This design comes from an exercise in tuning for small area on the open sky130 flow, not from production work.
Function was checked by simulation only, so behaviour that the tests miss may differ from the original.
No driver is modelled on the clock port, so clocking that relies on it looks cheaper here than on a real chip.
Power and IR drop assume default switching activity.

==> flow/constraint.sdc <==
create_clock -name core_clock -period 10.0 [get_ports {clk}]
set_input_delay 2.0000 -clock core_clock [delete_from_list [all_inputs] [get_ports {clk}]]
set_output_delay 2.0000 -clock core_clock [all_outputs]
set_load 0.01 [all_outputs]
==> flow/config.mk <==
export PLATFORM = sky130hd
export DESIGN_NAME = weaksoc
export DESIGN_NICKNAME = weaksoc
export VERILOG_FILES = /design/flow/design.v
export SDC_FILE = /design/flow/constraint.sdc
export NUM_CORES = 4
export LEC_CHECK = 0
export CAP_MARGIN = 20
export CORE_MARGIN = 2
export CORE_UTILIZATION = 45
export SLEW_MARGIN = 20
export SYNTH_MEMORY_MAX_BITS = 16384
==> flow/flow/area.abc <==
strash
&get -n
&fraig -x
&put
scorr
dc2
dretime
strash
&get -n
&deepsyn -T 60
&dch -f
&nf -p -F 10 -A 10 -a -R 1000
&put
==> flow/standard.sh <==
#!/bin/bash
# synth_recipe.tcl (not shown) runs the flow's synth.tcl, then flattens the netlist and writes it again
# the make line also repeats each setting of config.mk as NAME=value (left out here)
make -C /OpenROAD-flow-scripts/flow DESIGN_CONFIG=/design/flow/config.mk WORK_HOME=/design/flow/orfs CLKGATE_MAP_FILE= SYNTH_SCRIPT=/design/flow/synth_recipe.tcl "${@:-finish}"
==> flow/flow/run.sh <==
#!/bin/bash
# Layout flow: the standard flow with these changes:
#  - synthesis maps logic with an area-oriented ABC script (flow/area.abc)
#    instead of ORFS's speed script; the registers are mapped before ABC
#    runs, so they are the standard synthesis's.
#  - synthesis leaves adders to ABC (no half/full adder cells, no
#    Kogge-Stone carry logic), which suits a design with no timing pressure.
#  - ports are buffered with buf_1 rather than the buffer ORFS picks.
#  - the clock tree is built from clkbuf_8 without dummy loads.
set -euo pipefail
W=$PWD
{
  echo 'proc abc {args} {'
  echo '  set i [lsearch $args -script]'
  echo "  set args [lreplace \$args \$i [expr {\$i+1}] -script $W/flow/area.abc]"
  echo '  yosys abc {*}$args'
  echo '}'
  cat synth_recipe.tcl
} > area_synth.tcl
sed "s|SYNTH_SCRIPT=[^ ]*|SYNTH_SCRIPT=$W/area_synth.tcl|" standard.sh > area_standard.sh
grep -q "SYNTH_SCRIPT=$W/area_synth.tcl" area_standard.sh
export BUFFER_PORTS_ARGS="-buffer_cell sky130_fd_sc_hd__buf_1"
export CTS_ARGS="-sink_clustering_enable -repair_clock_nets -buf_list sky130_fd_sc_hd__clkbuf_8 -dont_use_dummy_load"
bash area_standard.sh ADDER_MAP_FILE= SYNTH_OPERATIONS_ARGS=-nofsm finish > flow_make.log 2>&1
==> flow/design.v <==
module eno_uart(input wire clk,
		input wire rst,
		input wire [31:0] divider,
		input wire divider_access,
		input wire [7:0] tx_data,
		input wire tx_access,
		output wire [7:0] rx_data,
		input wire rx_access,
		output wire tx_idle,
		output wire rx_avail,
		output wire tx,
		input wire rx);
	reg [31:0] ndiv;		 
	reg [30:0] cnt;
	reg half;			 
	reg fresh;			 
	wire [31:0] ndiv_next = ~rst ? 32'h0 :
				divider_access ? ~divider : ndiv;
	wire cnt_hi_ones = &cnt[30:1];
	wire half0_end = ~half & cnt_hi_ones & cnt[0];
	wire half1_end = half & cnt_hi_ones & (cnt[0] ^ ndiv[0]);
	wire cnt_load = ~rst | divider_access | half0_end | half1_end;
	wire sample_posedge = half0_end;
	always @ (posedge clk) begin
		ndiv	<= ndiv_next;
		cnt	<= cnt_load ? ndiv_next[31:1] : cnt + 31'd1;
		fresh	<= cnt_load;
		if (~rst | divider_access)
			half <= 1'b0;
		else if (half0_end)
			half <= ~ndiv[0] | ~fresh;
		else if (half1_end)
			half <= 1'b0;
	end
	reg [9:0] tx_buf;
	reg [2:0] tx_counter;
	wire tx_buf_valid = |tx_buf;
	wire tx_load = tx_access & ~tx_buf_valid;
	wire tx_shift = sample_posedge & (&tx_counter);
	assign tx_idle = ~tx_buf_valid;
	assign tx = tx_buf[0] | ~tx_buf_valid;
	always @ (posedge clk) begin
		if (~rst | tx_load | tx_shift)
			tx_buf <= {10{rst}} & ({1'b0, tx_buf[9:1]} |
				({10{tx_load}} & {1'b1, tx_data, 1'b0}));
		if (tx_load)
			tx_counter <= 3'h0;
		else if (sample_posedge)
			tx_counter <= tx_counter + 3'd1;
	end
	reg [2:0] rx_read_pos;
	reg [2:0] rx_write_pos;
	assign rx_avail = rx_read_pos != rx_write_pos;
	reg [9:0] rx_buf;
	reg [2:0] rx_sample_counter;
	wire rx_ongoing = |rx_buf;
	wire rx_start = ~rx_ongoing & ~rx;
	wire rx_do_sample = sample_posedge & (rx_sample_counter == 3'd3) &
			    rx_ongoing;
	wire rx_last_bit = rx_buf[0];
	always @ (posedge clk) begin
		if (~rst)
			rx_buf <= 10'b0;
		else if (rx_start)
			rx_buf <= 10'b10_0000_0000;
		else if (rx_do_sample)
			rx_buf <= rx_last_bit ? 10'b0 : {rx, rx_buf[9:1]};
		if (rx_start)
			rx_sample_counter <= 3'd0;
		else if (sample_posedge)
			rx_sample_counter <= rx_sample_counter + 3'd1;
	end
	wire rx_write = rst & rx_do_sample & rx_last_bit;
	reg [7:0] rx_fifo0, rx_fifo1, rx_fifo2, rx_fifo3,
		  rx_fifo4, rx_fifo5, rx_fifo6, rx_fifo7;
	always @ (posedge clk) begin
		if (rx_write & (rx_write_pos == 3'd0)) rx_fifo0 <= rx_buf[9:2];
		if (rx_write & (rx_write_pos == 3'd1)) rx_fifo1 <= rx_buf[9:2];
		if (rx_write & (rx_write_pos == 3'd2)) rx_fifo2 <= rx_buf[9:2];
		if (rx_write & (rx_write_pos == 3'd3)) rx_fifo3 <= rx_buf[9:2];
		if (rx_write & (rx_write_pos == 3'd4)) rx_fifo4 <= rx_buf[9:2];
		if (rx_write & (rx_write_pos == 3'd5)) rx_fifo5 <= rx_buf[9:2];
		if (rx_write & (rx_write_pos == 3'd6)) rx_fifo6 <= rx_buf[9:2];
		if (rx_write & (rx_write_pos == 3'd7)) rx_fifo7 <= rx_buf[9:2];
	end
	reg [7:0] rx_fifo_out;
	always @ (*) begin
		case (rx_read_pos)
		3'd0: rx_fifo_out = rx_fifo0;
		3'd1: rx_fifo_out = rx_fifo1;
		3'd2: rx_fifo_out = rx_fifo2;
		3'd3: rx_fifo_out = rx_fifo3;
		3'd4: rx_fifo_out = rx_fifo4;
		3'd5: rx_fifo_out = rx_fifo5;
		3'd6: rx_fifo_out = rx_fifo6;
		default: rx_fifo_out = rx_fifo7;
		endcase
	end
	assign rx_data = rx_fifo_out;
	always @ (posedge clk) begin
		if (~rst)
			rx_write_pos <= 3'h0;
		else if (rx_write)
			rx_write_pos <= rx_write_pos + 3'd1;
		if (~rst)
			rx_read_pos <= 3'h0;
		else if (rx_access & rx_avail)
			rx_read_pos <= rx_read_pos + 3'd1;
	end
endmodule
module weaksoc(input wire clk,
	       input wire rst_n,
	       input wire [31:0] bus_from_cpu,
	       output wire [31:0] bus_to_cpu,
	       input wire [31:0] bus_addr,
	       input wire bus_req,
	       output wire bus_ack,
	       input wire bus_wr,
	       input wire [3:0] bus_wr_mask,
	       output reg led,
	       output wire pin_tx, input wire pin_rx);
	wire rst = rst_n;
	wire access_brom	= bus_req & (bus_addr < 32'h00001000);
	wire access_led		= bus_req & (bus_addr == 32'h80000000);
	wire access_uart	= bus_req &
					(bus_addr >= 32'h90000000) &
					(bus_addr < 32'h90000010);
	reg [31:0] brom [0:255];
	wire [31:0] brom_data = brom[bus_addr[9:2]];
	initial $readmemh("brom.hex", brom);
	always @ (posedge clk) begin
		if (access_led & bus_wr & bus_wr_mask[0]) begin
			led <= bus_from_cpu[0];
		end
	end
	wire [3:0] uart_offset = bus_addr[3:0];
	wire is_uart_tx		= access_uart & (uart_offset == 4'h0);
	wire is_uart_rx 	= access_uart & (uart_offset == 4'h4);
	wire is_uart_div 	= access_uart & (uart_offset == 4'h8);
	wire is_uart_status	= access_uart & (uart_offset == 4'hc);
	wire [31:0] uart_rx;
	wire [31:0] uart_status;
	wire [31:0] uart_data	= ({32{is_uart_rx}} & uart_rx) |
				  ({32{is_uart_status}} & uart_status);
	assign uart_rx[31:8] = 24'b0;
	assign uart_status [31:2] = 30'b0;
	eno_uart eno_uart(
		.clk		(clk),
		.rst		(rst),
		.divider	(bus_from_cpu),
		.divider_access	(is_uart_div),
		.tx_data	(bus_from_cpu[7:0]),
		.tx_access	(is_uart_tx),
		.rx_data	(uart_rx[7:0]),
		.rx_access	(is_uart_rx),
		.tx_idle	(uart_status[0]),
		.rx_avail	(uart_status[1]),
		.tx		(pin_tx),
		.rx		(pin_rx));
	assign bus_ack = 1'b1;
	assign bus_to_cpu = ({32{access_brom}} & brom_data) |
			    ({32{access_uart}} & uart_data);
endmodule
==> flow/brom.hex <==
900002b7
00828293
14500313
0062a023
00000517
05c50513
02c000ef
90000437
00c42283
0022f293
fe028ce3
00442303
00c42283
0012f293
fe028ce3
00642023
fe1ff06f
900002b7
00050303
00030e63
00c28383
0013f393
fe038ce3
0062a023
00150513
fe5ff06f
00008067
746f6f42
2e676e69
0d0a2e2e
00000000
00000000
00000000
00000000
00000000
00000000
00000000
00000000
00000000
00000000
00000000
00000000
00000000
00000000
00000000
00000000
00000000
00000000
00000000
00000000
00000000
00000000
00000000
00000000
00000000
00000000
00000000
00000000
00000000
00000000
00000000
00000000
00000000
00000000
00000000
00000000
00000000
00000000
00000000
00000000
00000000
00000000
00000000
00000000
00000000
00000000
00000000
00000000
00000000
00000000
00000000
00000000
00000000
00000000
00000000
00000000
00000000
00000000
00000000
00000000
00000000
00000000
00000000
00000000
00000000
00000000
00000000
00000000
00000000
00000000
00000000
00000000
00000000
00000000
00000000
00000000
00000000
00000000
00000000
00000000
00000000
00000000
00000000
00000000
00000000
00000000
00000000
00000000
00000000
00000000
00000000
00000000
00000000
00000000
00000000
00000000
00000000
00000000
00000000
00000000
00000000
00000000
00000000
00000000
00000000
00000000
00000000
00000000
00000000
00000000
00000000
00000000
00000000
00000000
00000000
00000000
00000000
00000000
00000000
00000000
00000000
00000000
00000000
00000000
00000000
00000000
00000000
00000000
00000000
00000000
00000000
00000000
00000000
00000000
00000000
00000000
00000000
00000000
00000000
00000000
00000000
00000000
00000000
00000000
00000000
00000000
00000000
00000000
00000000
00000000
00000000
00000000
00000000
00000000
00000000
00000000
00000000
00000000
00000000
00000000
00000000
00000000
00000000
00000000
00000000
00000000
00000000
00000000
00000000
00000000
00000000
00000000
00000000
00000000
00000000
00000000
00000000
00000000
00000000
00000000
00000000
00000000
00000000
00000000
00000000
00000000
00000000
00000000
00000000
00000000
00000000
00000000
00000000
00000000
00000000
00000000
00000000
00000000
00000000
00000000
00000000
00000000
00000000
00000000
00000000
00000000
00000000
00000000
00000000
00000000
00000000
00000000
00000000
00000000
00000000
00000000
00000000
00000000
00000000
00000000
00000000
00000000
00000000
00000000
00000000
00000000
==> results.json, run 1 <==
{
  "coreArea_um2": 14600,
  "timing.hold.ws_ns": 0.472,
  "yosysMostFrequentCell": "nand2_1",
  "worstPathRequired_ns": 8.00,
  "die_w_um": 127,
  "hold_path_class": "register to register",
  "end_kind": "output pin",
  "fin_ws_ns": 2.45,
  "ys_seq_area_share_pct": 58.6,
  "io_pins": 108,
  "synthCells": 686,
  "final_cell_area_um2": 7760,
  "power_density_nw_per_um2": 140,
  "drt_iter0_drc": 525,
  "antenna_cells": 0,
  "overflow": 0,
  "wl_um": 17200,
  "r2r_setup_slack_ns": 6.25,
  "reg2regPathDepth": 14,
  "finalCritPeriodShare_pct": 75.5,
  "numPortBuffers": 103,
  "path_cells": "buf_1 > or4_1 > nor4_1 > nor4b_2 > buf_4 > nand2_1 > nor4_1 > nor2_1 > a21oi_1 > nand3_1 > and2_0 > or4_1 > buf_1",
  "finalHoldViolCount": 0,
  "avgSynthCellArea_um2": 9.93,
  "fin_setup_tns_ns": 0,
  "area_delta_synth_final_pct": 13.9,
  "cts_tree": "built",
  "rr_endpoint": "eno_uart.cnt[24]",
  "power_leakage_nw": 2.70,
  "rr_startpoint": "eno_uart.cnt[0]",
  "ys_warn_count": 2,
  "postCtsSetupBuffers": 0,
  "fin_crit_ns": 7.55,
  "maxSlewViolCount": 0,
  "htreeDepth": 4,
  "drive_above_1_share_pct": 3.79,
  "post_drt_wl_per_cell_um": 17.2,
  "crit_path_max_fanout": 12,
  "synth_ff_type": "dfxtp_1",
  "synth_edf_count": 75,
  "crit_arrival_ns": 5.55,
  "die_h_um": 127,
  "slew_headroom_pct": 40.6,
  "grt_start_max_net_pins": 36,
  "dp_hpwl_um": 12100,
  "slowest_delay_ns": 0.77,
  "fp-row-count": 44,
  "max_clock_freq_mhz": 132,
  "synth_commonest_cells": "nand2_1, dfxtp_1, edfxtp_1, o21ai_0, nor2_1",
  "rsz0062_at_grt": "no",
  "clk_pin_slew_ns": 0.08,
  "synthTopCellsByArea": "edfxtp_1, dfxtp_1, nand2_1",
  "dp.cells": 985,
  "max_cap_violations": 0,
  "cp.depth": 13,
  "syn_area_um2": 6820,
  "die_area_um2": 16100,
  "ys_types": 46,
  "numCtsBuffers": 17,
  "crit_end": "bus_to_cpu[5]",
  "setup.worst_path.start_class": "input pin",
  "root_buffer": "clkbuf_8",
  "setup_viol": 0,
  "yosysTopAreaCellShare_pct": 33.0,
  "drc": 0,
  "clock_latency_ns": 0.43,
  "tightest_slew_ns": 0.882,
  "drtPass1Iterations": 5,
  "antenna_found_initial": 0,
  "grt_util_all_layers_pct": 21.7,
  "outcome": "no timing/DRC/antenna violations",
  "grt_pass1_wl_um": 27500,
  "start_util_pct": 46.5,
  "crit_slowest_cell": "nor4_1",
  "yosys.area.top_type": "edfxtp_1",
  "finalNetCount": 893,
  "skew_ns": 0.0244,
  "cts_hold_buf": 0,
  "cts_buffer_depth": 2,
  "finalNonFillerCells": 1002,
  "place_ws_ns": 2.51,
  "vias": 5836,
  "routed_via_density": 5.82,
  "critPathBufInv": 3,
  "grt_pass1_vias": 5447,
  "cp_top_family": "simple AND/OR/NAND/NOR gates",
  "final_util_pct": 53.0,
  "syn_nets": 759,
  "path_class": "input pin to output pin",
  "cts_num_sinks": 162,
  "cts_resized": 0,
  "peakVddDrop_mv": 0.107,
  "place_congestion": 0.869,
  "synth_seq_cells": 162,
  "antenna_left": 0,
  "placed_area_um2": 7530,
  "critPathLaunch": "bus_addr[21]",
  "postSynth.asyncResetShare_pct": 0,
  "power_mw": 1.09
}
==> flip-flops by register name, indices dropped and copies added (netlist names), 8 cells and up <==
signal             count
eno_uart.ndiv         32
eno_uart.rx_fifo1      8
eno_uart.rx_fifo4      8
eno_uart.rx_fifo3      8
eno_uart.rx_fifo0      8
eno_uart.rx_fifo7      8
eno_uart.rx_buf       10
eno_uart.cnt          31
eno_uart.rx_fifo6      8
eno_uart.tx_buf       10
eno_uart.rx_fifo5      8
eno_uart.rx_fifo2      8
==> placed cells by master (no fill, tap or decap), types with 2 or more instances in the layout <==
cell type / instances
a21boi_0: 3
a21oi_1: 44
a222oi_1: 4
a22o_1: 8
a31oi_1: 7
and2_0: 11
and3_1: 5
buf_1: 103
buf_4: 13
clkbuf_8: 17
clkinv_1: 8
dfxtp_1: 87
edfxtp_1: 75
nand2_1: 111
nand2b_1: 13
nand3_1: 31
nand3b_1: 3
nand4_1: 15
nor2_1: 46
nor2b_1: 18
nor3_1: 24
nor3b_1: 3
nor4_1: 14
nor4b_1: 5
o21ai_0: 65
o22ai_1: 28
o31a_1: 2
o31ai_1: 10
or2_0: 2
or3_1: 5
or4_1: 6
xnor2_1: 7
xor2_1: 9
==> report_power, final <==
group,internal (mW),switching [mW]
sequential,0.694,0.00605
clock,0.150,0.193
combinational,0.0164,0.0299
==> worst register-to-register path, stage by stage (launching register included) <==
cell	delay [ns]
dfxtp_1	0.42
nand3_1	0.17
nor2_1	0.31
nand2_1	0.23
and4b_1	0.39
and3_1	0.30
nand3_1	0.13
nor2b_1	0.31
and3_1	0.34
nand4_1	0.18
nand2b_1	0.21
nor2b_1	0.28
nand2_1	0.13
xor2_1	0.15
a21oi_1	0.13
==> kinds of logic (layout without fill, tap and decap cells) <==
| group | Yosys count | after routing | synth area share (%) |
|---|---|---|---|
| and+or+nand+nor | 317 | 317 | 22.9 |
| AOI/OAI and AO/OA | 180 | 180 | 15.7 |
| DFF | 162 | 162 | 58.6 |
| xor gates and xnor gates | 16 | 16 | 2.06 |
| buffers and inverters | 9 | 141 | 0.551 |
| other | 1 | 1 | 0.0550 |
| muxes | 1 | 1 | 0.147 |
==> cell type report <==
cell class,instances,area [um2]
Sequential cell,162,3990
Fill cell,1394,6880
Inverter,8,30.0
Timing Repair Buffer,116,484
Clock buffer,17,234
Tap cell,184,230
Multi-Input combinational cell,515,2790
==> worst min path at each step <==
stage	end	from	cells past startpoint
3_5_place_dp	eno_uart.ndiv[14]	eno_uart.ndiv[14]	2
2_1_floorplan	eno_uart.ndiv[10]	eno_uart.ndiv[10]	2
4_1_cts	eno_uart.ndiv[14]	eno_uart.ndiv[14]	2
6_report	eno_uart.ndiv[14]	eno_uart.ndiv[14]	2
5_1_grt	eno_uart.ndiv[1]	eno_uart.ndiv[1]	2
3_3_place_gp	eno_uart.ndiv[13]	eno_uart.ndiv[13]	2
==> routing by layer <==
metal  global-route usage [%]  vias to the layer above  part of all wire (%)  wire length, um
met5                        0                        -                     0                0
met1                     30.1                     2808                    48             8310
met4                     7.18                        0                   1.3              221
met2                     34.0                      168                    45             7810
li1                         -                     2840                     -                -
met3                     4.56                       20                   5.2              893
==> run 2, diff against run 1 <==
--- a/flow/flow/run.sh
+++ b/flow/flow/run.sh
@@ -9,2 +9,4 @@
 #  - the clock tree is built from clkbuf_8 without dummy loads.
+#  - after CTS, each clock buffer is downsized while the flip-flop clock
+#    pin slew stays within 110 ps (flow/cts_downsize.tcl).
 set -euo pipefail
@@ -23,2 +25,3 @@
 export CTS_ARGS="-sink_clustering_enable -repair_clock_nets -buf_list sky130_fd_sc_hd__clkbuf_8 -dont_use_dummy_load"
+export POST_CTS_TCL="$W/flow/cts_downsize.tcl"
 bash area_standard.sh ADDER_MAP_FILE= SYNTH_OPERATIONS_ARGS=-nofsm finish > flow_make.log 2>&1
==> flow/flow/cts_downsize.tcl (new file) <==
set clk_slew_limit 0.110
proc worst_clk_slew {} {
  estimate_parasitics -placement
  set worst 0.0
  foreach pin [get_pins -hierarchical */CLK] {
    set s [get_property $pin slew_max]
    if { $s > $worst } { set worst $s }
  }
  return $worst
}
puts "clock pin slew before downsizing: [worst_clk_slew]"
foreach inst [get_cells -filter "ref_name =~ sky130_fd_sc_hd__clkbuf_*"] {
  set name [get_full_name $inst]
  set orig [get_property $inst ref_name]
  foreach cand {sky130_fd_sc_hd__clkbuf_1 sky130_fd_sc_hd__clkbuf_2 sky130_fd_sc_hd__clkbuf_4} {
    if { $cand eq $orig } { break }
    replace_cell $inst $cand
    set w [worst_clk_slew]
    if { $w <= $clk_slew_limit } {
      puts "clock buffer $name: $orig -> $cand (worst clock pin slew $w)"
      set orig $cand
      break
    }
    replace_cell $inst $orig
  }
}
puts "clock pin slew after downsizing: [worst_clk_slew]"
detailed_placement
check_placement -verbose
--- a/flow/config.mk
+++ b/flow/config.mk
@@ -9,3 +9,3 @@
 export CORE_MARGIN = 2
-export CORE_UTILIZATION = 45
+export CORE_UTILIZATION = 60
 export SLEW_MARGIN = 20
==> run 2 against run 1 <==
Core utilization up 15 points; flip-flop and latch count is the same; fmax rose by 7.1%; die area is 23% lower; final area is 0.87% lower; clock skew up 0.0054 ns; first-iteration DRC count is 7.2% lower; routed wire length down 5.5%; non-clock buffer count is 4 lower.
==> results.json, run 2 <==
{
  "die_h_um": 111,
  "start_util_pct": 60.9,
  "setup_viol": 0,
  "placed_area_um2": 7520,
  "final_cell_area_um2": 7690,
  "max_clock_freq_mhz": 142,
  "routed_via_density": 6.14,
  "drtPass1Iterations": 6,
  "synthCells": 683,
  "hold_path_class": "register to register",
  "cts_tree": "built",
  "avgSynthCellArea_um2": 10.1,
  "syn_nets": 756,
  "synth_seq_cells": 162,
  "ys_types": 50,
  "overflow": 0,
  "slew_headroom_pct": 43.2,
  "worstPathRequired_ns": 8.00,
  "fp-row-count": 39,
  "yosys.area.top_type": "edfxtp_1",
  "drc": 0,
  "die_w_um": 111,
  "vias": 5860,
  "rr_endpoint": "eno_uart.tx_buf[9]",
  "die_area_um2": 12400,
  "synth_commonest_cells": "nand2_1, dfxtp_1, edfxtp_1, nor2_1, o21ai_0",
  "r2r_setup_slack_ns": 5.31,
  "fin_setup_tns_ns": 0,
  "antenna_left": 0,
  "outcome": "no timing/DRC/antenna violations",
  "min_from": "eno_uart.ndiv[6]",
  "reg2regPathDepth": 16,
  "drt_iter0_drc": 487,
  "regMostFlops": "eno_uart.ndiv",
  "power_leakage_nw": 2.72,
  "peakVddDrop_mv": 0.0923,
  "antenna_cells": 0,
  "dp_hpwl_um": 11700,
  "cts_num_sinks": 162,
  "final-seq-area_um2": 3990,
  "clk_pin_slew_ns": 0.10,
  "ys_seq_area_share_pct": 57.9,
  "syn_area_um2": 6900,
  "max_cap_violations": 0,
  "synth_ff_type": "dfxtp_1",
  "place_congestion": 0.931,
  "fillers": 949,
  "end_kind": "output pin",
  "setup.worst_path.start_class": "input pin",
  "yosysMostFrequentCell": "nand2_1",
  "reg_top3": "eno_uart.ndiv (32), eno_uart.cnt (31)",
  "grt_pass1_vias": 5657,
  "synth_edf_count": 75,
  "tightest_slew_ns": 0.853,
  "multi_input_area_um2": 2880,
  "antenna_found_initial": 0,
  "worstHoldPathCells": 2,
  "post_drt_wl_per_cell_um": 17.1,
  "finalHoldViolCount": 0,
  "yosysTopAreaCellShare_pct": 32.7,
  "synthTopCellsByArea": "edfxtp_1, dfxtp_1, nand2_1",
  "drive_above_1_share_pct": 3.45,
  "fin_crit_ns": 7.05,
  "io_pins": 108,
  "skew_ns": 0.0298,
  "grt_pass1_wl_um": 26800,
  "finalCritPeriodShare_pct": 70.5,
  "grt_start_max_net_pins": 47,
  "wl_um": 16300,
  "rr_startpoint": "eno_uart.cnt[0]",
  "path_class": "input pin to output pin",
  "power_density_nw_per_um2": 135,
  "final_cell_mix": "buf_1, nand2_1, dfxtp_1",
  "final_common_cell": "buf_1",
  "crit_path_max_fanout": 8,
  "area_delta_synth_final_pct": 11.6,
  "finalNetCount": 886,
  "largest_reg_flops": 32,
  "clock_latency_ns": 0.68,
  "hold_end": "eno_uart.ndiv[6]",
  "postSynth.asyncResetShare_pct": 0,
  "coreArea_um2": 11300,
  "ys_warn_count": 2,
  "crit_arrival_ns": 5.05,
  "maxSlewViolCount": 0,
  "rsz0062_at_grt": "no",
  "grt_util_all_layers_pct": 26.9,
  "numPortBuffers": 103
}
run 2: cell types whose count changed in the layout (fill, tap and decap cells not counted), sizes merged, moves of 4 or more:
cell     delta
o21a        +5
nand2      -16
a222oi      +6
o22ai      -22
o2bb2ai    +11
or4         -4
o21ai      -11
buf         -4
o31ai       -7
a21oi       +8
nor3b       +4
nor2       +16
run 2: critical path, stage by stage:
cell      delay [ns]
buf_1           0.07
or4_1           0.52
nor4_1          0.36
and2_0          0.53
nand2b_1        0.25
o32ai_1         0.58
nand2_1         0.09
o311ai_0        0.17
and2_0          0.22
nand3b_1        0.11
buf_1           0.16
run 2: how the worst max path moves through the flow:
stage	cells after the start	to	from	slack, ns
final	11	bus_to_cpu[5]	bus_addr[21]	2.95
after global routing	11	bus_to_cpu[5]	bus_addr[21]	2.72
after detailed placement	11	bus_to_cpu[5]	bus_addr[21]	3.11
after global placement	12	bus_to_cpu[5]	bus_addr[21]	3.10
after floorplan	10	bus_to_cpu[5]	bus_addr[21]	3.63
run 2: per-layer routing:
metal | GRT usage [%] | wire length, um | share of wire [%]
met1 | 33.4 | 6840 | 42
met2 | 45.7 | 8150 | 50
met3 | 5.69 | 880 | 5.4
met4 | 11.4 | 427 | 2.6
met5 | 0 | 0 | 0
run 2: through the flow:
stage               setup slack [ns]  hold slack [ns]  instances  total power [mW]  util, %
floorplan                       3.63            0.434        683             0.745        -
global placement                3.10            0.446        936             0.770     66.4
detailed placement              3.11            0.453        936             0.771     66.5
global route                    2.72            0.503        954              1.08     68.0
finish                          2.95            0.473        954              1.04     68.0
run 2: cells by family after synthesis:
kind of cell / share of synthesized area [%]
mux: 0.145
flops: 57.9
buf+inv: 0.435
simple gates: 22.1
other cells: 0.0544
compound gates: 17.2
xor+xnor: 2.16
run 2: area by class of cell:
| cell class | count | area share, % |
|---|---|---|
| Clock buffer | 17 | 2.03 |
| Inverter | 6 | 0.293 |
| Multi-Input combinational cell | 514 | 37.4 |
| Sequential cell | 162 | 51.9 |
| Tap cell | 143 | 2.33 |
| Timing Repair Buffer | 112 | 6.00 |
run 2: power breakdown:
group	total (mW)	internal [mW]	leakage (nW)	switching, mW
Clock	0.280	0.0964	0.0907	0.184
Combinational	0.0524	0.0198	1.08	0.0326
Sequential	0.704	0.696	1.54	0.00822
Total	1.04	0.812	2.72	0.225
==> run 3, diff against run 2 <==
--- a/flow/flow/run.sh
+++ b/flow/flow/run.sh
@@ -10,3 +10,3 @@
 #  - after CTS, each clock buffer is downsized while the flip-flop clock
-#    pin slew stays within 110 ps (flow/cts_downsize.tcl).
+#    pin slew stays within 100 ps (flow/cts_downsize.tcl).
 set -euo pipefail
--- a/flow/config.mk
+++ b/flow/config.mk
@@ -9,3 +9,3 @@
 export CORE_MARGIN = 2
-export CORE_UTILIZATION = 60
+export CORE_UTILIZATION = 45
 export SLEW_MARGIN = 20
==> run 3 against run 2 <==
Still clean; flip-flop and latch count unchanged; combinational power down 11%; global-route usage down 5.3 points; sequential share of layout area down 0.12 points; clock power up 7.9%; worst setup slack worse by 0.48 ns; die area up 31%; worst hold slack about the same; fmax down 6.4%; critical endpoint unchanged; highest routed layer unchanged.
==> results.json, run 3 <==
{
  "outcome": "no timing/DRC/antenna violations",
  "yosysTopAreaCellShare_pct": 33.0,
  "synth_commonest_cells": "nand2_1, dfxtp_1, edfxtp_1, o21ai_0, nor2_1",
  "die_area_um2": 16100,
  "fp-row-count": 44,
  "rsz0062_at_grt": "no",
  "tightest_slew_ns": 0.859,
  "drive_above_1_share_pct": 3.79,
  "area_delta_synth_final_pct": 13.2,
  "critPathBufInv": 3,
  "place_ws_ns": 2.51,
  "final_cell_mix": "nand2_1, buf_1, dfxtp_1",
  "grt_start_max_net_pins": 36,
  "synth_ff_type": "dfxtp_1",
  "worstPathRequired_ns": 8.00,
  "routed_via_density": 5.81,
  "die_h_um": 127,
  "ys_types": 46,
  "crit_arrival_ns": 5.54,
  "grt_pass1_wl_um": 27500,
  "post_drt_wl_per_cell_um": 17.2,
  "antenna_left": 0,
  "drtPass1Iterations": 5,
  "cts_num_sinks": 162,
  "fin_crit_ns": 7.54,
  "power_density_nw_per_um2": 136,
  "switchingPower_mw": 0.225,
  "power.internal_mw": 0.823,
  "power.share.switching_pct": 21.5,
  "power_leakage_nw": 2.68,
  "slowest_delay_ns": 0.75,
  "fin_ws_ns": 2.46,
  "synthTopCellsByArea": "edfxtp_1, dfxtp_1, nand2_1",
  "die_w_um": 127,
  "wl_um": 17200,
  "start_util_pct": 46.5,
  "finalNetCount": 893,
  "yosysMostFrequentCell": "nand2_1",
  "hold_path_class": "register to register",
  "combinationalPowerShare_pct": 4.4,
  "drc": 0,
  "drt_iter0_drc": 541,
  "seqPwrFrac_pct": 66.7,
  "io_pins": 108,
  "avgSynthCellArea_um2": 9.93,
  "final_common_cell": "nand2_1",
  "vias": 5823,
  "path_cells": "buf_1 > or4_1 > nor4_1 > nor4b_2 > buf_4 > nand2_1 > nor4_1 > nor2_1 > a21oi_1 > nand3_1 > and2_0 > or4_1 > buf_1",
  "slew_headroom_pct": 42.2,
  "setup.worst_path.start_class": "input pin",
  "fin_setup_tns_ns": 0,
  "place_congestion": 0.869,
  "yosys.area.top_type": "edfxtp_1",
  "crit_slowest_cell": "nor4_1",
  "cts_tree": "built",
  "max_clock_freq_mhz": 133,
  "postSynth.asyncResetShare_pct": 0,
  "crit_path_max_fanout": 12,
  "largest_reg_flops": 32,
  "finalCritPeriodShare_pct": 75.4,
  "clock_latency_ns": 0.74,
  "ys_warn_count": 2,
  "overflow": 0,
  "grt_util_all_layers_pct": 21.6,
  "synthCells": 686,
  "cp_top_family": "simple AND/OR/NAND/NOR gates",
  "syn_area_um2": 6820,
  "timing.hold.ws_ns": 0.473,
  "clk_pin_slew_ns": 0.09,
  "synth_edf_count": 75,
  "ys_seq_area_share_pct": 58.6,
  "path_class": "input pin to output pin",
  "power_mw": 1.05,
  "regMostFlops": "eno_uart.ndiv",
  "reg_top3": "eno_uart.ndiv (32), eno_uart.cnt (31)",
  "end_kind": "output pin",
  "setup_viol": 0,
  "skew_ns": 0.0315,
  "synth_seq_cells": 162,
  "max_cap_violations": 0,
  "dp_hpwl_um": 12100,
  "final_util_pct": 52.7,
  "maxSlewViolCount": 0,
  "finalHoldViolCount": 0,
  "peakVddDrop_mv": 0.106,
  "antenna_found_initial": 1,
  "syn_nets": 759,
  "numPortBuffers": 103,
  "coreArea_um2": 14600,
  "grt_pass1_vias": 5443,
  "clkPwrFrac_pct": 28.8
}
## run 3: changes by cell type after synthesis, sizes merged, moves of 6 or more
cell and change:
a21oi -8, a222oi -6, nand2 +16, nor2 -16, o21ai +11, o22ai +22, o2bb2ai -11, o31ai +7
## run 3: per-stage QoR
stage,instance area (um2),std cells
after floorplan,6820,686
after global placement,7530,985
after detailed placement,7530,985
after global routing,7710,1003
final,7710,1003
## run 3: worst reg2reg max path, cell delays in order (launching register included)
cell	delay, ns
dfxtp_1	0.42
nand3_1	0.17
nor2_1	0.31
nand2_1	0.23
and4b_1	0.39
and3_1	0.30
nand3_1	0.13
nor2b_1	0.30
and3_1	0.34
nand4_1	0.18
nand2b_1	0.21
nor2b_1	0.29
nand2_1	0.13
xor2_1	0.15
a21oi_1	0.13
## run 3: cell type report
| class | instances | area [um2] |
|---|---|---|
| fill | 1407 | 6930 |
| sequential | 162 | 3990 |
| multi-input combinational | 515 | 2790 |
| timing repair buffer | 116 | 484 |
| tap | 184 | 230 |
| clock buffer | 17 | 181 |
| inverter | 8 | 30.0 |
| antenna | 1 | 2.50 |
## run 3: layer usage
layer | GRT usage, % | vias to the layer above | routed length, um
met2 | 34.1 | 181 | 7730
met1 | 30.0 | 2782 | 8280
met3 | 4.56 | 19 | 964
li1 | - | 2841 | -
met4 | 7.18 | 0 | 240
met5 | 0 | - | 0
## run 3: path summary, 6_finish.rpt
path	from	end	slack, ns	cells after the start
setup / recovery	bus_addr[21]	bus_to_cpu[5]	2.46	13
hold reg to reg	eno_uart.ndiv[14]	eno_uart.ndiv[14]	0.47	2
setup reg to reg	eno_uart.cnt[0]	eno_uart.cnt[24]	6.26	14
hold / removal	eno_uart.ndiv[14]	eno_uart.ndiv[14]	0.47	2
## run 3: cells by family after synthesis
family / Yosys count / synth area share (%)
AOI/OAI and AO/OA: 180 / 15.7
and+or+nand+nor: 317 / 22.9
DFF: 162 / 58.6
other: 1 / 0.0550
buffers and inverters: 9 / 0.551
muxes: 1 / 0.147
xor gates and xnor gates: 16 / 2.06
## run 3: power groups by stage
stage | combinational, mW | sequential [mW] | clock [mW]
final | 0.0464 | 0.700 | 0.302
after global routing | 0.0517 | 0.701 | 0.339
after floorplan | 0.0216 | 0.713 | 0
after detailed placement | 0.0458 | 0.715 | 0
after global placement | 0.0454 | 0.715 | 0
==> run 4, diff against run 3 <==
--- a/flow/flow/run.sh
+++ b/flow/flow/run.sh
@@ -10,3 +10,3 @@
 #  - after CTS, each clock buffer is downsized while the flip-flop clock
-#    pin slew stays within 100 ps (flow/cts_downsize.tcl).
+#    pin slew stays within 110 ps (flow/cts_downsize.tcl).
 set -euo pipefail
@@ -26,2 +26,2 @@
 export POST_CTS_TCL="$W/flow/cts_downsize.tcl"
-bash area_standard.sh ADDER_MAP_FILE= SYNTH_OPERATIONS_ARGS=-nofsm finish > flow_make.log 2>&1
+bash area_standard.sh ADDER_MAP_FILE= SYNTH_OPERATIONS_ARGS=-nofsm RECOVER_POWER=100 finish > flow_make.log 2>&1
--- a/flow/config.mk
+++ b/flow/config.mk
@@ -7,6 +7,6 @@
 export LEC_CHECK = 0
-export CAP_MARGIN = 20
+export CAP_MARGIN = 0
 export CORE_MARGIN = 2
 export CORE_UTILIZATION = 45
-export SLEW_MARGIN = 20
+export SLEW_MARGIN = 0
 export SYNTH_MEMORY_MAX_BITS = 16384
==> run 4 against run 3 <==
The layout now fails its checks (max-capacitance violations, max-slew violations); sequential power increased by 0.6%; synthesized area increased by 1.2%; combinational power increased by 16%; global-route usage fell by 0.71 points; clock-buffer cell count did not move; first-iteration DRC count rose by 8.9%; critical path depth fell by 1; final area increased by 0.62%; routed wire length decreased by 2.7%; clock power increased by 4%; flip-flop and latch count unchanged; largest power group unchanged.
==> results.json, run 4 <==
{
  "reg_top3": "eno_uart.ndiv (32), eno_uart.cnt (31)",
  "power_mw": 1.07,
  "synth_edf_count": 75,
  "cts_num_sinks": 162,
  "postSynth.asyncResetShare_pct": 0,
  "skew_ns": 0.0389,
  "die_w_um": 128,
  "fillers": 1439,
  "antenna_found_initial": 1,
  "final_cell_mix": "buf_1, nand2_1, dfxtp_1",
  "vias": 5822,
  "clkPwrFrac_pct": 29.3,
  "multi_input_area_um2": 2880,
  "syn_nets": 756,
  "grt_pass1_vias": 5315,
  "critPathLaunch": "bus_addr[21]",
  "path_class": "input pin to output pin",
  "die_h_um": 128,
  "end_kind": "output pin",
  "outcome": "failed layout checks",
  "ys_seq_area_share_pct": 57.9,
  "final_cell_area_um2": 7760,
  "place_congestion": 0.865,
  "maxSlewViolCount": 48,
  "min_from": "eno_uart.ndiv[10]",
  "power.share.switching_pct": 21.8,
  "regMostFlops": "eno_uart.ndiv",
  "overflow": 0,
  "drc": 0,
  "yosys.area.top_type": "edfxtp_1",
  "synth_seq_cells": 162,
  "final_common_cell": "buf_1",
  "grt_pass1_wl_um": 26800,
  "slew_headroom_pct": -32.1,
  "clock_latency_ns": 0.78,
  "fp-row-count": 45,
  "fin_ws_ns": 3.00,
  "synth_commonest_cells": "nand2_1, dfxtp_1, edfxtp_1, nor2_1, o21ai_0",
  "coreArea_um2": 15100,
  "final-seq-area_um2": 3990,
  "start_util_pct": 45.7,
  "io_pins": 108,
  "syn_area_um2": 6900,
  "synthTopCellsByArea": "edfxtp_1, dfxtp_1, nand2_1",
  "area_delta_synth_final_pct": 12.5,
  "power.internal_mw": 0.838,
  "ys_types": 50,
  "power_density_nw_per_um2": 138,
  "largest_reg_flops": 32,
  "setup.worst_path.start_class": "input pin",
  "grt_util_all_layers_pct": 20.9,
  "numPortBuffers": 103,
  "avgSynthCellArea_um2": 10.1,
  "routed_via_density": 5.82,
  "drive_above_1_share_pct": 2.59,
  "antenna_left": 0,
  "grt_start_max_net_pins": 48,
  "post_drt_wl_per_cell_um": 16.7,
  "cts_tree": "built",
  "hold_path_class": "register to register",
  "fin_setup_tns_ns": 0,
  "combinationalPowerShare_pct": 5.0,
  "rsz0062_at_grt": "no",
  "die_area_um2": 16300,
  "placed_area_um2": 7600,
  "worstPathRequired_ns": 8.00,
  "finalHoldViolCount": 0,
  "crit_path_max_fanout": 8,
  "switchingPower_mw": 0.233,
  "tightest_slew_ns": 1.98,
  "peakVddDrop_mv": 0.0813,
  "wl_um": 16800,
  "finalNetCount": 887,
  "max_cap_violations": 1,
  "yosysMostFrequentCell": "nand2_1",
  "synthCells": 683,
  "drtPass1Iterations": 6,
  "finalCritPeriodShare_pct": 70.0,
  "ys_warn_count": 2,
  "violations": "max-capacitance violations, max-slew violations",
  "clk_pin_slew_ns": 0.08,
  "dp_hpwl_um": 11900,
  "power_leakage_nw": 2.71,
  "synth_ff_type": "dfxtp_1",
  "place_ws_ns": 3.06,
  "rr_startpoint": "eno_uart.cnt[0]",
  "drt_iter0_drc": 589,
  "seqPwrFrac_pct": 65.7,
  "yosysTopAreaCellShare_pct": 32.7,
  "fin_crit_ns": 7.00,
  "crit_arrival_ns": 5.00,
  "max_clock_freq_mhz": 143,
  "setup_viol": 0
}
==> run 4: changes by cell type in the layout (fill, tap and decap cells not counted), moves of 4 or more <==
cell,previous run,this run
a21oi_1,44,52
a222oi_1,4,10
buf_4,13,3
clkbuf_1,0,8
nand2_1,111,95
nor2_1,46,61
nor3b_1,3,7
o21a_1,1,6
o21ai_0,65,54
o22ai_1,28,6
o2bb2ai_1,0,11
o31ai_1,10,3
or4_1,6,2
==> run 4: final timing paths <==
check / endpoint / slack, ns / cells past startpoint
setup / recovery: bus_to_cpu[5] / 3.00 / 12
hold / removal: eno_uart.ndiv[10] / 0.47 / 2
setup reg to reg: eno_uart.rx_fifo0[0] / 5.13 / 13
hold reg to reg: eno_uart.ndiv[10] / 0.47 / 2
==> run 4: power by group through the flow <==
| stage | clock, mW | sequential, mW | combinational (mW) |
|---|---|---|---|
| after floorplan | 0 | 0.717 | 0.0277 |
| after global placement | 0 | 0.719 | 0.0527 |
| after detailed placement | 0 | 0.719 | 0.0531 |
| after global routing | 0.353 | 0.706 | 0.0595 |
| final | 0.314 | 0.704 | 0.0537 |
==> run 4: routing by layer <==
metal,part of all wire (%),global-route usage (%)
met1,47,28.9
met2,45,32.9
met3,6.3,4.47
met4,1.6,6.98
met5,0,0
==> run 4: logic make-up after synthesis <==
group / Yosys count / share of synthesized area [%]
buffers and inverters: 7 / 0.435
AOI/OAI and AO/OA: 186 / 17.2
and+or+nand+nor: 309 / 22.1
xor gates and xnor gates: 17 / 2.16
DFF: 162 / 57.9
muxes: 1 / 0.145
other: 1 / 0.0544
==> run 4: worst max-delay path, cell delays in order <==
cell and delay, ns:
buf_1 0.07, or4_1 0.55, nor4_1 0.38, and2_0 0.49, nand2_1 0.34, nor2_1 0.19, nand3_1 0.15, nand2_1 0.14
o311ai_0 0.17, and2_0 0.23, nand3b_1 0.17, buf_1 0.14
==> run 4: final cells by class <==
class | count | area share, %
multi-input cells | 514 | 37.1
inverters | 6 | 0.290
flip-flops and latches | 162 | 51.5
repair buffers | 113 | 5.61
well taps | 188 | 3.03
clock buffers | 17 | 2.50
diodes | 1 | 0.0322
==> run 4: stage by stage <==
step	cells	utilization (%)	hold WS, ns
after global placement	983	50.4	0.449
after global routing	1001	51.4	0.507
after floorplan	683	-	0.434
final	1001	51.4	0.472
after detailed placement	983	50.4	0.458
==> run 5, diff against run 4 <==
--- a/flow/flow/run.sh
+++ b/flow/flow/run.sh
@@ -2,4 +2,5 @@
 # Layout flow: the standard flow with these changes:
-#  - synthesis maps logic with an area-oriented ABC script (flow/area.abc)
-#    instead of ORFS's speed script; the registers are mapped before ABC
+#  - synthesis maps logic with an area-oriented ABC script instead of
+#    ORFS's speed script, once per &deepsyn seed, keeping the smallest
+#    result (flow/abc_seeds.tcl); the registers are mapped before ABC
 #    runs, so they are the standard synthesis's.
@@ -14,7 +15,3 @@
 {
-  echo 'proc abc {args} {'
-  echo '  set i [lsearch $args -script]'
-  echo "  set args [lreplace \$args \$i [expr {\$i+1}] -script $W/flow/area.abc]"
-  echo '  yosys abc {*}$args'
-  echo '}'
+  echo "source $W/flow/abc_seeds.tcl"
   cat synth_recipe.tcl
@@ -26,2 +23,2 @@
 export POST_CTS_TCL="$W/flow/cts_downsize.tcl"
-bash area_standard.sh ADDER_MAP_FILE= SYNTH_OPERATIONS_ARGS=-nofsm RECOVER_POWER=100 finish > flow_make.log 2>&1
+bash area_standard.sh ADDER_MAP_FILE= SYNTH_OPERATIONS_ARGS=-nofsm finish > flow_make.log 2>&1
==> flow/flow/abc_seeds.tcl (new file) <==
# Sourced by the synthesis script before ORFS's synth.tcl: replaces ORFS's
# ABC call with an area-oriented script, run once per random seed of ABC's
# &deepsyn; the smallest mapped netlist is kept.  Registers are mapped
# before ABC runs, so every seed leaves the standard synthesis's registers.
set ::abc_seeds {1 2 3 4 5 6 7 8 9 10}
set ::abc_dir [file dirname [file normalize [info script]]]
proc abc {args} {
  set i [lsearch $args -script]
  set dir $::abc_dir
  set lib [lindex $::env(LIB_FILES) 0]
  yosys design -save pre_abc
  set best_area ""
  set best_seed ""
  foreach seed $::abc_seeds {
    yosys design -load pre_abc
    set script $dir/area_abc_seed$seed.abc
    set f [open $script w]
    puts $f "strash\n&get -n\n&fraig -x\n&put\nscorr\ndc2\ndretime\nstrash\n&get -n"
    puts $f "&deepsyn -J 50 -S $seed -T 600"
    puts $f "&dch -f\n&nf -p -F 10 -A 10 -a -R 1000\n&put"
    close $f
    set a [lreplace $args $i [expr {$i+1}] -script $script]
    yosys abc {*}$a
    yosys tee -q -o $dir/area_abc_seed$seed.stat stat -liberty $lib
    set f [open $dir/area_abc_seed$seed.stat r]
    set txt [read $f]
    close $f
    regexp {Chip area for module '[^']*': ([0-9.]+)} $txt -> area
    puts "ABC seed $seed: area $area"
    if { $best_area eq "" || $area < $best_area } {
      set best_area $area
      set best_seed $seed
      yosys design -save best_abc
    }
  }
  puts "ABC: keeping seed $best_seed (area $best_area)"
  yosys design -load best_abc
}
--- a/flow/config.mk
+++ b/flow/config.mk
@@ -7,6 +7,6 @@
 export LEC_CHECK = 0
-export CAP_MARGIN = 0
+export CAP_MARGIN = 20
 export CORE_MARGIN = 2
 export CORE_UTILIZATION = 45
-export SLEW_MARGIN = 0
+export SLEW_MARGIN = 20
 export SYNTH_MEMORY_MAX_BITS = 16384
removed: flow/flow/area.abc
==> run 5 against run 4 <==
The run now finishes clean; cell count shrank 1.7%; worst setup slack better by 0.25 ns; clock-buffer cell count unchanged; critical path type unchanged; non-clock buffer count is 1 lower; sequential share of layout area up 0.99 points; highest routed layer unchanged; critical endpoint is now bus_to_cpu[2]; via count is 4.4% lower.
==> results.json, run 5 <==
{
  "outcome": "no timing/DRC/antenna violations",
  "place_congestion": 0.888,
  "worstPathRequired_ns": 8.00,
  "fillers": 1342,
  "coreArea_um2": 14600,
  "largest_reg_flops": 32,
  "cts_tree": "built",
  "synth_edf_count": 75,
  "wl_um": 16000,
  "drive_above_1_share_pct": 3.50,
  "max_cap_violations": 0,
  "fp-row-count": 44,
  "power_density_nw_per_um2": 141,
  "clock_latency_ns": 0.76,
  "grt_start_max_net_pins": 37,
  "grt_pass1_vias": 5177,
  "rsz0062_at_grt": "no",
  "final_common_cell": "nand2_1",
  "die_h_um": 126,
  "synthTopCellsByArea": "edfxtp_1, dfxtp_1, nand2_1",
  "dp_hpwl_um": 11300,
  "finalNetCount": 875,
  "numPortBuffers": 103,
  "ys_seq_area_share_pct": 59.2,
  "finalHoldViolCount": 0,
  "avgSynthCellArea_um2": 10.0,
  "clk_pin_slew_ns": 0.08,
  "finalNonFillerCells": 984,
  "ys_warn_count": 2,
  "setup_viol": 0,
  "power_leakage_nw": 2.79,
  "crit_path_max_fanout": 12,
  "routed_via_density": 5.66,
  "cts_num_sinks": 162,
  "end_kind": "output pin",
  "peakVddDrop_mv": 0.0827,
  "slew_headroom_pct": 31.0,
  "crit_arrival_ns": 4.75,
  "yosysTopAreaCellShare_pct": 33.4,
  "maxSlewViolCount": 0,
  "final_cell_mix": "nand2_1, buf_1, dfxtp_1",
  "skew_ns": 0.0368,
  "placed_area_um2": 7430,
  "synth_ff_type": "dfxtp_1",
  "io_pins": 108,
  "area_delta_synth_final_pct": 12.9,
  "syn_area_um2": 6750,
  "ys_types": 45,
  "overflow": 0,
  "reg_top3": "eno_uart.ndiv (32), eno_uart.cnt (31)",
  "synthCells": 672,
  "postSynth.asyncResetShare_pct": 0,
  "finalCritPeriodShare_pct": 67.5,
  "path_class": "input pin to output pin",
  "post_drt_wl_per_cell_um": 16.3,
  "regMostFlops": "eno_uart.ndiv",
  "drc": 0,
  "antenna_cells": 0,
  "drtPass1Iterations": 7,
  "final_cell_area_um2": 7610,
  "tightest_slew_ns": 1.03,
  "dp.cells": 967,
  "setup.worst_path.start_class": "input pin",
  "yosysMostFrequentCell": "nand2_1",
  "multi_input_area_um2": 2740,
  "yosys.area.top_type": "edfxtp_1",
  "max_clock_freq_mhz": 148,
  "final-seq-area_um2": 3990,
  "die_area_um2": 16000,
  "vias": 5565,
  "start_util_pct": 46.2,
  "synth_commonest_cells": "nand2_1, dfxtp_1, edfxtp_1, o21ai_0, nor2_1",
  "die_w_um": 126,
  "synth_seq_cells": 162,
  "grt_util_all_layers_pct": 20.2,
  "fin_setup_tns_ns": 0,
  "antenna_left": 0,
  "drt_iter0_drc": 506,
  "hold_path_class": "register to register",
  "fin_crit_ns": 6.75,
  "antenna_found_initial": 0,
  "syn_nets": 745,
  "grt_pass1_wl_um": 25800
}
[run 5: changes by cell type after synthesis, moves of 5 or more]
cell	previous run	this run
nand2_1	95	122
and3_1	5	18
nor3_1	22	11
o2bb2ai_1	11	0
nor2_1	62	54
nand2b_1	11	4
o31ai_1	3	10
o22ai_1	6	0
a221oi_1	0	5
[run 5: report_power, final]
group          total [mW]  internal [mW]  switching, mW
combinational      0.0590         0.0211         0.0379
sequential          0.708          0.699        0.00977
clock               0.303          0.113          0.190
[run 5: critical path, cell delays in order]
cell and delay (ns):
buf_1 0.23, nor2_1 0.63, and3_1 0.28, and3b_1 0.18
nor3b_1 0.33, nor2b_1 0.60, a21oi_1 0.18, o2111ai_1 0.14
buf_1 0.18
[run 5: worst paths after layout]
kind | from | endpoint | slack [ns] | cells past startpoint
setup reg to reg | eno_uart.cnt[1] | eno_uart.rx_fifo5[2] | 4.03 | 22
setup / recovery | bus_addr[5] | bus_to_cpu[2] | 3.25 | 9
hold reg to reg | eno_uart.ndiv[19] | eno_uart.ndiv[19] | 0.47 | 2
hold / removal | eno_uart.ndiv[19] | eno_uart.ndiv[19] | 0.47 | 2
[run 5: kinds of logic after synthesis]
kind of cell	after synthesis	synth area share [%]
simple gates	310	21.8
xor+xnor	16	2.08
flops	162	59.2
compound gates	177	16.5
other cells	1	0.0556
buf+inv	6	0.390
[run 5: cell type report]
type,instances,area share (%)
flip-flops and latches,162,52.5
multi-input cells,504,36.0
repair buffers,112,5.93
well taps,184,3.02
clock buffers,17,2.38
inverters,5,0.247
[run 5: routing by layer]
| layer | track usage [%] | vias up | wire length [um] |
|---|---|---|---|
| met5 | 0 | - | 0 |
| met4 | 6.79 | 0 | 170 |
| met3 | 4.68 | 17 | 931 |
| met2 | 31.2 | 171 | 7120 |
| met1 | 28.3 | 2608 | 7790 |
| li1 | - | 2769 | - |
[run 5: per-stage QoR]
stage	setup slack, ns	util [%]	total power, mW	hold slack [ns]
after global routing	3.00	52.2	1.12	0.502
after detailed placement	3.18	50.9	0.782	0.443
after global placement	3.25	50.9	0.781	0.442
after floorplan	2.59	-	0.753	0.421
final	3.25	52.2	1.07	0.467
==> run 6, diff against run 5 <==
--- a/flow/flow/run.sh
+++ b/flow/flow/run.sh
@@ -3,4 +3,5 @@
 #  - synthesis maps logic with an area-oriented ABC script instead of
-#    ORFS's speed script, once per &deepsyn seed, keeping the smallest
-#    result (flow/abc_seeds.tcl); the registers are mapped before ABC
+#    ORFS's speed script (&deepsyn, mapping, then mfs3 area recovery),
+#    once per &deepsyn seed, keeping the smallest result
+#    (flow/abc_seeds.tcl); the registers are mapped before ABC
 #    runs, so they are the standard synthesis's.
--- a/flow/flow/abc_seeds.tcl
+++ b/flow/flow/abc_seeds.tcl
@@ -2,3 +2,4 @@
 # ABC call with an area-oriented script, run once per random seed of ABC's
-# &deepsyn; the smallest mapped netlist is kept.  Registers are mapped
+# &deepsyn, followed by don't-care-based area recovery on the mapped
+# netlist (mfs3); the smallest mapped netlist is kept.  Registers are mapped
 # before ABC runs, so every seed leaves the standard synthesis's registers.
@@ -20,2 +21,3 @@
     puts $f "&dch -f\n&nf -p -F 10 -A 10 -a -R 1000\n&put"
+    puts $f "mfs3 -aez -H 6 -R 4"
     close $f
==> run 6 against run 5 <==
Still clean on timing, DRC and antenna; first-iteration DRC count up 2.4%; non-clock buffer count increased by 1; clock power grew 3%; sequential share of layout area up 0.11 points; sequential power is essentially flat; global-route usage rose by 0.10 points; worst hold slack gained 0.0059 ns; die area shrank 0.54%; worst setup slack worse by 0.037 ns; core utilization increased by 0.086 points; clock skew grew 0.0029 ns; highest routed layer unchanged.
==> results.json, run 6 <==
{
  "slew_headroom_pct": 25.9,
  "worstHoldPathCells": 1,
  "place_congestion": 0.856,
  "power_density_nw_per_um2": 141,
  "fin_ws_ns": 3.21,
  "antenna_cells": 0,
  "ys_seq_area_share_pct": 59.5,
  "die_h_um": 126,
  "reg_top3": "eno_uart.ndiv (32), eno_uart.cnt (31)",
  "skew_ns": 0.0397,
  "crit_top_cell": "nor2_1",
  "tightest_slew_ns": 1.10,
  "path_cells": "buf_1 > or4_1 > nor4_1 > nor4b_2 > buf_4 > nand2_1 > nor2_1 > nand2_1 > o211ai_1 > nor2_1 > nor2_1 > buf_1",
  "rr_startpoint": "eno_uart.cnt[1]",
  "clock_latency_ns": 0.79,
  "drive_above_1_share_pct": 3.74,
  "max_clock_freq_mhz": 147,
  "setup_viol": 0,
  "yosysMostFrequentCell": "nand2_1",
  "fillers": 1375,
  "outcome": "no timing/DRC/antenna violations",
  "overflow": 0,
  "syn_nets": 746,
  "grt_pass1_vias": 5272,
  "grt_pass1_wl_um": 25700,
  "die_w_um": 126,
  "cts_tree": "built",
  "crit_slowest_cell": "or4_1",
  "finalCritPeriodShare_pct": 67.9,
  "synth_seq_cells": 162,
  "ys_types": 42,
  "power_mw": 1.07,
  "fp-row-count": 44,
  "crit_arrival_ns": 4.79,
  "wl_um": 16000,
  "finalNonFillerCells": 986,
  "grt_util_all_layers_pct": 20.3,
  "area_delta_synth_final_pct": 13.2,
  "numPortBuffers": 103,
  "grt_start_max_net_pins": 37,
  "cts_num_sinks": 162,
  "clk_pin_slew_ns": 0.10,
  "placed_area_um2": 7400,
  "place_ws_ns": 3.25,
  "peakVddDrop_mv": 0.140,
  "finalNetCount": 877,
  "power_leakage_nw": 2.75,
  "end_kind": "output pin",
  "path_class": "input pin to output pin",
  "avgSynthCellArea_um2": 9.97,
  "routed_via_density": 5.63,
  "vias": 5552,
  "finalHoldViolCount": 0,
  "dp.cells": 969,
  "reg2regPathDepth": 19,
  "antenna_left": 0,
  "slowest_delay_ns": 0.51,
  "hold_path_class": "register to register",
  "final_cell_mix": "nand2_1, buf_1, dfxtp_1",
  "coreArea_um2": 14500,
  "max_cap_violations": 0,
  "rsz0062_at_grt": "no",
  "synth_edf_count": 75,
  "final_cell_area_um2": 7600,
  "hold_end": "eno_uart.tx_counter[2]",
  "drtPass1Iterations": 5,
  "setup.worst_path.start_class": "input pin",
  "synth_commonest_cells": "nand2_1, dfxtp_1, edfxtp_1, nor2_1, o21ai_0",
  "largest_reg_flops": 32,
  "start_util_pct": 46.2,
  "yosys.area.top_type": "edfxtp_1",
  "fin_setup_tns_ns": 0,
  "yosysTopAreaCellShare_pct": 33.6,
  "synthTopCellsByArea": "edfxtp_1, dfxtp_1, nand2_1",
  "io_pins": 108,
  "r2r_setup_slack_ns": 4.42,
  "crit_path_max_fanout": 16,
  "drc": 0,
  "die_area_um2": 15900,
  "fin_crit_ns": 6.79,
  "maxSlewViolCount": 0,
  "syn_area_um2": 6710,
  "postSynth.asyncResetShare_pct": 0,
  "post_drt_wl_per_cell_um": 16.2,
  "rr_endpoint": "eno_uart.rx_fifo5[0]",
  "drt_iter0_drc": 518,
  "min_from": "eno_uart.tx_counter[2]",
  "synth_ff_type": "dfxtp_1",
  "regMostFlops": "eno_uart.ndiv",
  "dp_hpwl_um": 11400,
  "final_common_cell": "nand2_1",
  "ys_warn_count": 2,
  "worstPathRequired_ns": 8.00,
  "antenna_found_initial": 0,
  "synthCells": 673
}
## run 6: cell count changes in the layout (fill, tap and decap cells not counted), moves of 2 or more
cell	before	now
nor4_1	10	12
and2_0	11	8
nor3_1	10	12
clkinv_1	5	7
nor2_1	54	62
a21oi_1	50	48
buf_4	8	10
and3_1	18	13
nand2_1	122	124
nand2b_1	4	2
## run 6: worst max-delay path: cells and delay by family
kind	cells	cell delay, ns
AOI/OAI and AO/OA	1	0.39
buffers and inverters	3	0.48
and+or+nand+nor	8	1.93
## run 6: worst max path at each step
stage | slack (ns) | start | endpoint
after floorplan | 2.67 | bus_addr[21] | bus_to_cpu[25]
after global placement | 3.23 | bus_addr[21] | bus_to_cpu[25]
final | 3.21 | bus_addr[21] | bus_to_cpu[25]
after detailed placement | 3.25 | bus_addr[21] | bus_to_cpu[2]
after global routing | 2.95 | bus_addr[21] | bus_to_cpu[25]
## run 6: per-layer routing
metal / up-vias / share of wire (%) / track usage (%)
met2: 161 / 45 / 32.2
met4: 0 / 1.8 / 6.79
li1: 2760 / - / -
met3: 23 / 5.3 / 4.84
met1: 2608 / 48 / 27.7
met5: - / 0 / 0
## run 6: where the power goes
group | leakage, nW | switching [mW] | internal [mW]
Combinational | 1.10 | 0.0351 | 0.0196
Clock | 0.104 | 0.194 | 0.118
Sequential | 1.54 | 0.00861 | 0.697
## run 6: final cells by class
cell class	instances	area (um2)	share of cell area (%)
Clock buffer	17	188	2.47
Timing Repair Buffer	113	462	6.08
Multi-Input combinational cell	503	2700	35.5
Sequential cell	162	3990	52.6
Tap cell	184	230	3.03
Inverter	7	26.3	0.346
## run 6: cells by family after synthesis
| logic type | after synthesis | share of synthesized area (%) |
|---|---|---|
| AOI/OAI and AO/OA | 173 | 16.1 |
| other | 1 | 0.0559 |
| and+or+nand+nor | 312 | 21.6 |
| DFF | 162 | 59.5 |
| buffers and inverters | 8 | 0.504 |
| xor gates and xnor gates | 17 | 2.22 |
## run 6: through the flow
stage | util (%) | hold WS, ns
floorplan | - | 0.433
global placement | 50.9 | 0.449
detailed placement | 50.9 | 0.453
global route | 52.3 | 0.505
finish | 52.3 | 0.473
==> run 7, diff against run 6 <==
--- a/flow/flow/abc_seeds.tcl
+++ b/flow/flow/abc_seeds.tcl
@@ -5,3 +5,3 @@
 # before ABC runs, so every seed leaves the standard synthesis's registers.
-set ::abc_seeds {1 2 3 4 5 6 7 8 9 10}
+set ::abc_seeds {1 2 3 4 5 6 7 8 9 10 11 12 13 14 15 16 17 18 19 20 21 22 23 24 25 26 27 28}
 set ::abc_dir [file dirname [file normalize [info script]]]
==> run 7 against run 6 <==
Still clean; routed wire length increased by 1.0%; sequential power decreased by 1%; non-clock buffer count increased by 2; global-route usage increased by 0.52 points; flip-flop and latch count unchanged; clock skew decreased by 0.0039 ns; sequential share of layout area increased by 0.36 points; fmax decreased by 5.5%; critical path type unchanged; largest cell class unchanged.
==> results.json, run 7 <==
{
  "outcome": "no timing/DRC/antenna violations",
  "finalHoldViolCount": 0,
  "final-seq-area_um2": 3990,
  "synth_edf_count": 75,
  "synth_ff_type": "dfxtp_1",
  "avgSynthCellArea_um2": 10.2,
  "yosysMostFrequentCell": "nand2_1",
  "fillers": 1399,
  "yosysTopAreaCellShare_pct": 33.8,
  "skew_ns": 0.0358,
  "drc": 0,
  "clock_latency_ns": 0.75,
  "path_class": "input pin to output pin",
  "setup_viol": 0,
  "end_kind": "output pin",
  "final_common_cell": "nand2_1",
  "io_pins": 108,
  "grt_start_max_net_pins": 47,
  "crit_arrival_ns": 5.18,
  "worstPathRequired_ns": 8.00,
  "place_ws_ns": 2.86,
  "fin_setup_tns_ns": 0,
  "ys_warn_count": 2,
  "dp.cells": 949,
  "drtPass1Iterations": 5,
  "placed_area_um2": 7370,
  "vias": 5531,
  "die_w_um": 126,
  "synthCells": 651,
  "synth_seq_cells": 162,
  "setup.worst_path.start_class": "input pin",
  "syn_nets": 724,
  "die_area_um2": 15800,
  "die_h_um": 126,
  "crit_path_max_fanout": 11,
  "syn_area_um2": 6670,
  "power_mw": 1.04,
  "fin_crit_ns": 7.18,
  "ys_seq_area_share_pct": 59.9,
  "antenna_found_initial": 1,
  "area_delta_synth_final_pct": 13.2,
  "overflow": 0,
  "max_clock_freq_mhz": 139,
  "largest_reg_flops": 32,
  "routed_via_density": 5.72,
  "yosys.area.top_type": "edfxtp_1",
  "grt_util_all_layers_pct": 20.9,
  "grt_pass1_wl_um": 26300,
  "timing.hold.ws_ns": 0.472,
  "rsz0062_at_grt": "no",
  "max_cap_violations": 0,
  "drive_above_1_share_pct": 3.84,
  "reg_top3": "eno_uart.ndiv (32), eno_uart.cnt (31)",
  "cts_tree": "built",
  "peakVddDrop_mv": 0.0877,
  "fin_ws_ns": 2.82,
  "wl_um": 16200,
  "clk_pin_slew_ns": 0.08,
  "antenna_left": 0,
  "ys_types": 50,
  "slew_headroom_pct": 33.9,
  "post_drt_wl_per_cell_um": 16.7,
  "drt_iter0_drc": 520,
  "synthTopCellsByArea": "edfxtp_1, dfxtp_1, nand2_1",
  "dp_hpwl_um": 11600,
  "finalNetCount": 857,
  "final_cell_area_um2": 7550,
  "cts_num_sinks": 162,
  "numPortBuffers": 103,
  "fp-row-count": 44,
  "finalCritPeriodShare_pct": 71.8,
  "place_congestion": 0.893,
  "final_util_pct": 52.1,
  "final_cell_mix": "nand2_1, buf_1, dfxtp_1",
  "synth_commonest_cells": "nand2_1, dfxtp_1, edfxtp_1, o21ai_0, nor2_1",
  "maxSlewViolCount": 0,
  "hold_path_class": "register to register",
  "power_leakage_nw": 2.65,
  "r2r_setup_slack_ns": 6.09,
  "regMostFlops": "eno_uart.ndiv",
  "start_util_pct": 46.0,
  "postSynth.asyncResetShare_pct": 0,
  "tightest_slew_ns": 0.984,
  "finalNonFillerCells": 967,
  "coreArea_um2": 14500,
  "multi_input_area_um2": 2630,
  "grt_pass1_vias": 5379,
  "power_density_nw_per_um2": 138
}
==> run 7: changes by cell type in the layout (fill, tap and decap cells not counted), sizes merged, moves of 5 or more <==
cell	change
a21oi	-16
nand3	-12
o21ai	+11
nor2	-20
or3	+5
a22oi	+5
==> run 7: logic make-up after synthesis <==
kind of cell,Yosys count,share of synthesized area (%)
xor+xnor,17,2.23
other cells,1,0.0563
simple gates,274,19.0
mux,2,0.319
compound gates,185,17.8
buf+inv,10,0.619
flops,162,59.9
==> run 7: worst paths after layout <==
kind,start,to,depth (start not counted)
worst min register to register,eno_uart.ndiv[17],eno_uart.ndiv[17],2
worst min-delay path,eno_uart.ndiv[17],eno_uart.ndiv[17],2
worst max-delay path,bus_addr[21],bus_to_cpu[17],14
worst max register to register,eno_uart.cnt[0],eno_uart.cnt[30],14
==> run 7: critical path: stages <==
cell and delay (ns):
buf_1 0.08, or4_1 0.50, or4_1 0.51, nor4_1 0.19, buf_4 0.22, nand2b_1 0.26, nor2_1 0.20, and2_0 0.22
a21oi_1 0.19, o31ai_1 0.16, nor2b_1 0.27, a211oi_1 0.13, nand2_1 0.09, buf_1 0.15
==> run 7: final cells by class <==
| type | count | share of cell area (%) |
|---|---|---|
| Clock buffer | 17 | 2.32 |
| Inverter | 9 | 0.448 |
| Timing Repair Buffer | 115 | 6.32 |
| Multi-Input combinational cell | 479 | 34.9 |
| Tap cell | 184 | 3.05 |
| Sequential cell | 162 | 52.9 |
| Antenna cell | 1 | 0.0332 |
==> run 7: power breakdown <==
| part | switching, mW | internal, mW |
|---|---|---|
| Combinational | 0.0285 | 0.0143 |
| Sequential | 0.00509 | 0.693 |
| Clock | 0.192 | 0.109 |
==> run 7: per-layer routing <==
metal	GRT usage [%]	vias to the layer above	routed length, um
li1	-	2717	-
met1	28.3	2625	7550
met2	33.4	168	7460
met3	5.18	21	922
met4	6.08	0	247
met5	0	-	0

## port drivers added, routing unchanged
The flow's constraints put no driver on any port. The routed layouts listed below were extracted and timed again, unchanged, in two steps. Step 1 (the two cells are an assumption about what drives the block):
set clk [get_ports {clk}]
set_driving_cell -lib_cell sky130_fd_sc_hd__clkbuf_16 $clk
set_driving_cell -lib_cell sky130_fd_sc_hd__buf_2 [delete_from_list [all_inputs] $clk]
Step 2 moves the port delays by t, midway between the first and last clock arrival at a register: inputs arrive t later, outputs are due t later. That takes back most of the time a late clock gives input paths. a / b / c = ideal ports / drivers / drivers and shift; a / b = the first two.
run	t, ns	setup slack, ns	hold WS [ns]
run 1	0.461	2.445 / 2.423 / 2.423	0.472 / 0.472 / 0.472
run 2	0.698	2.947 / 2.927 / 2.927	0.473 / 0.473 / 0.473
run 3	0.752	2.465 / 2.442 / 2.442	0.473 / 0.473 / 0.473
run 4	0.792	2.995 / 2.971 / 2.316	0.472 / 0.472 / 0.472
run 5	0.776	3.249 / 3.225 / 3.160	0.467 / 0.467 / 0.467
run 6	0.799	3.212 / 3.191 / 3.191	0.473 / 0.473 / 0.473
run 7	0.769	2.820 / 2.799 / 2.799	0.472 / 0.472 / 0.472
For run 4, which loses most, drivers alone change the setup slack by -0.024 ns; drivers and shift together by -0.679 ns.
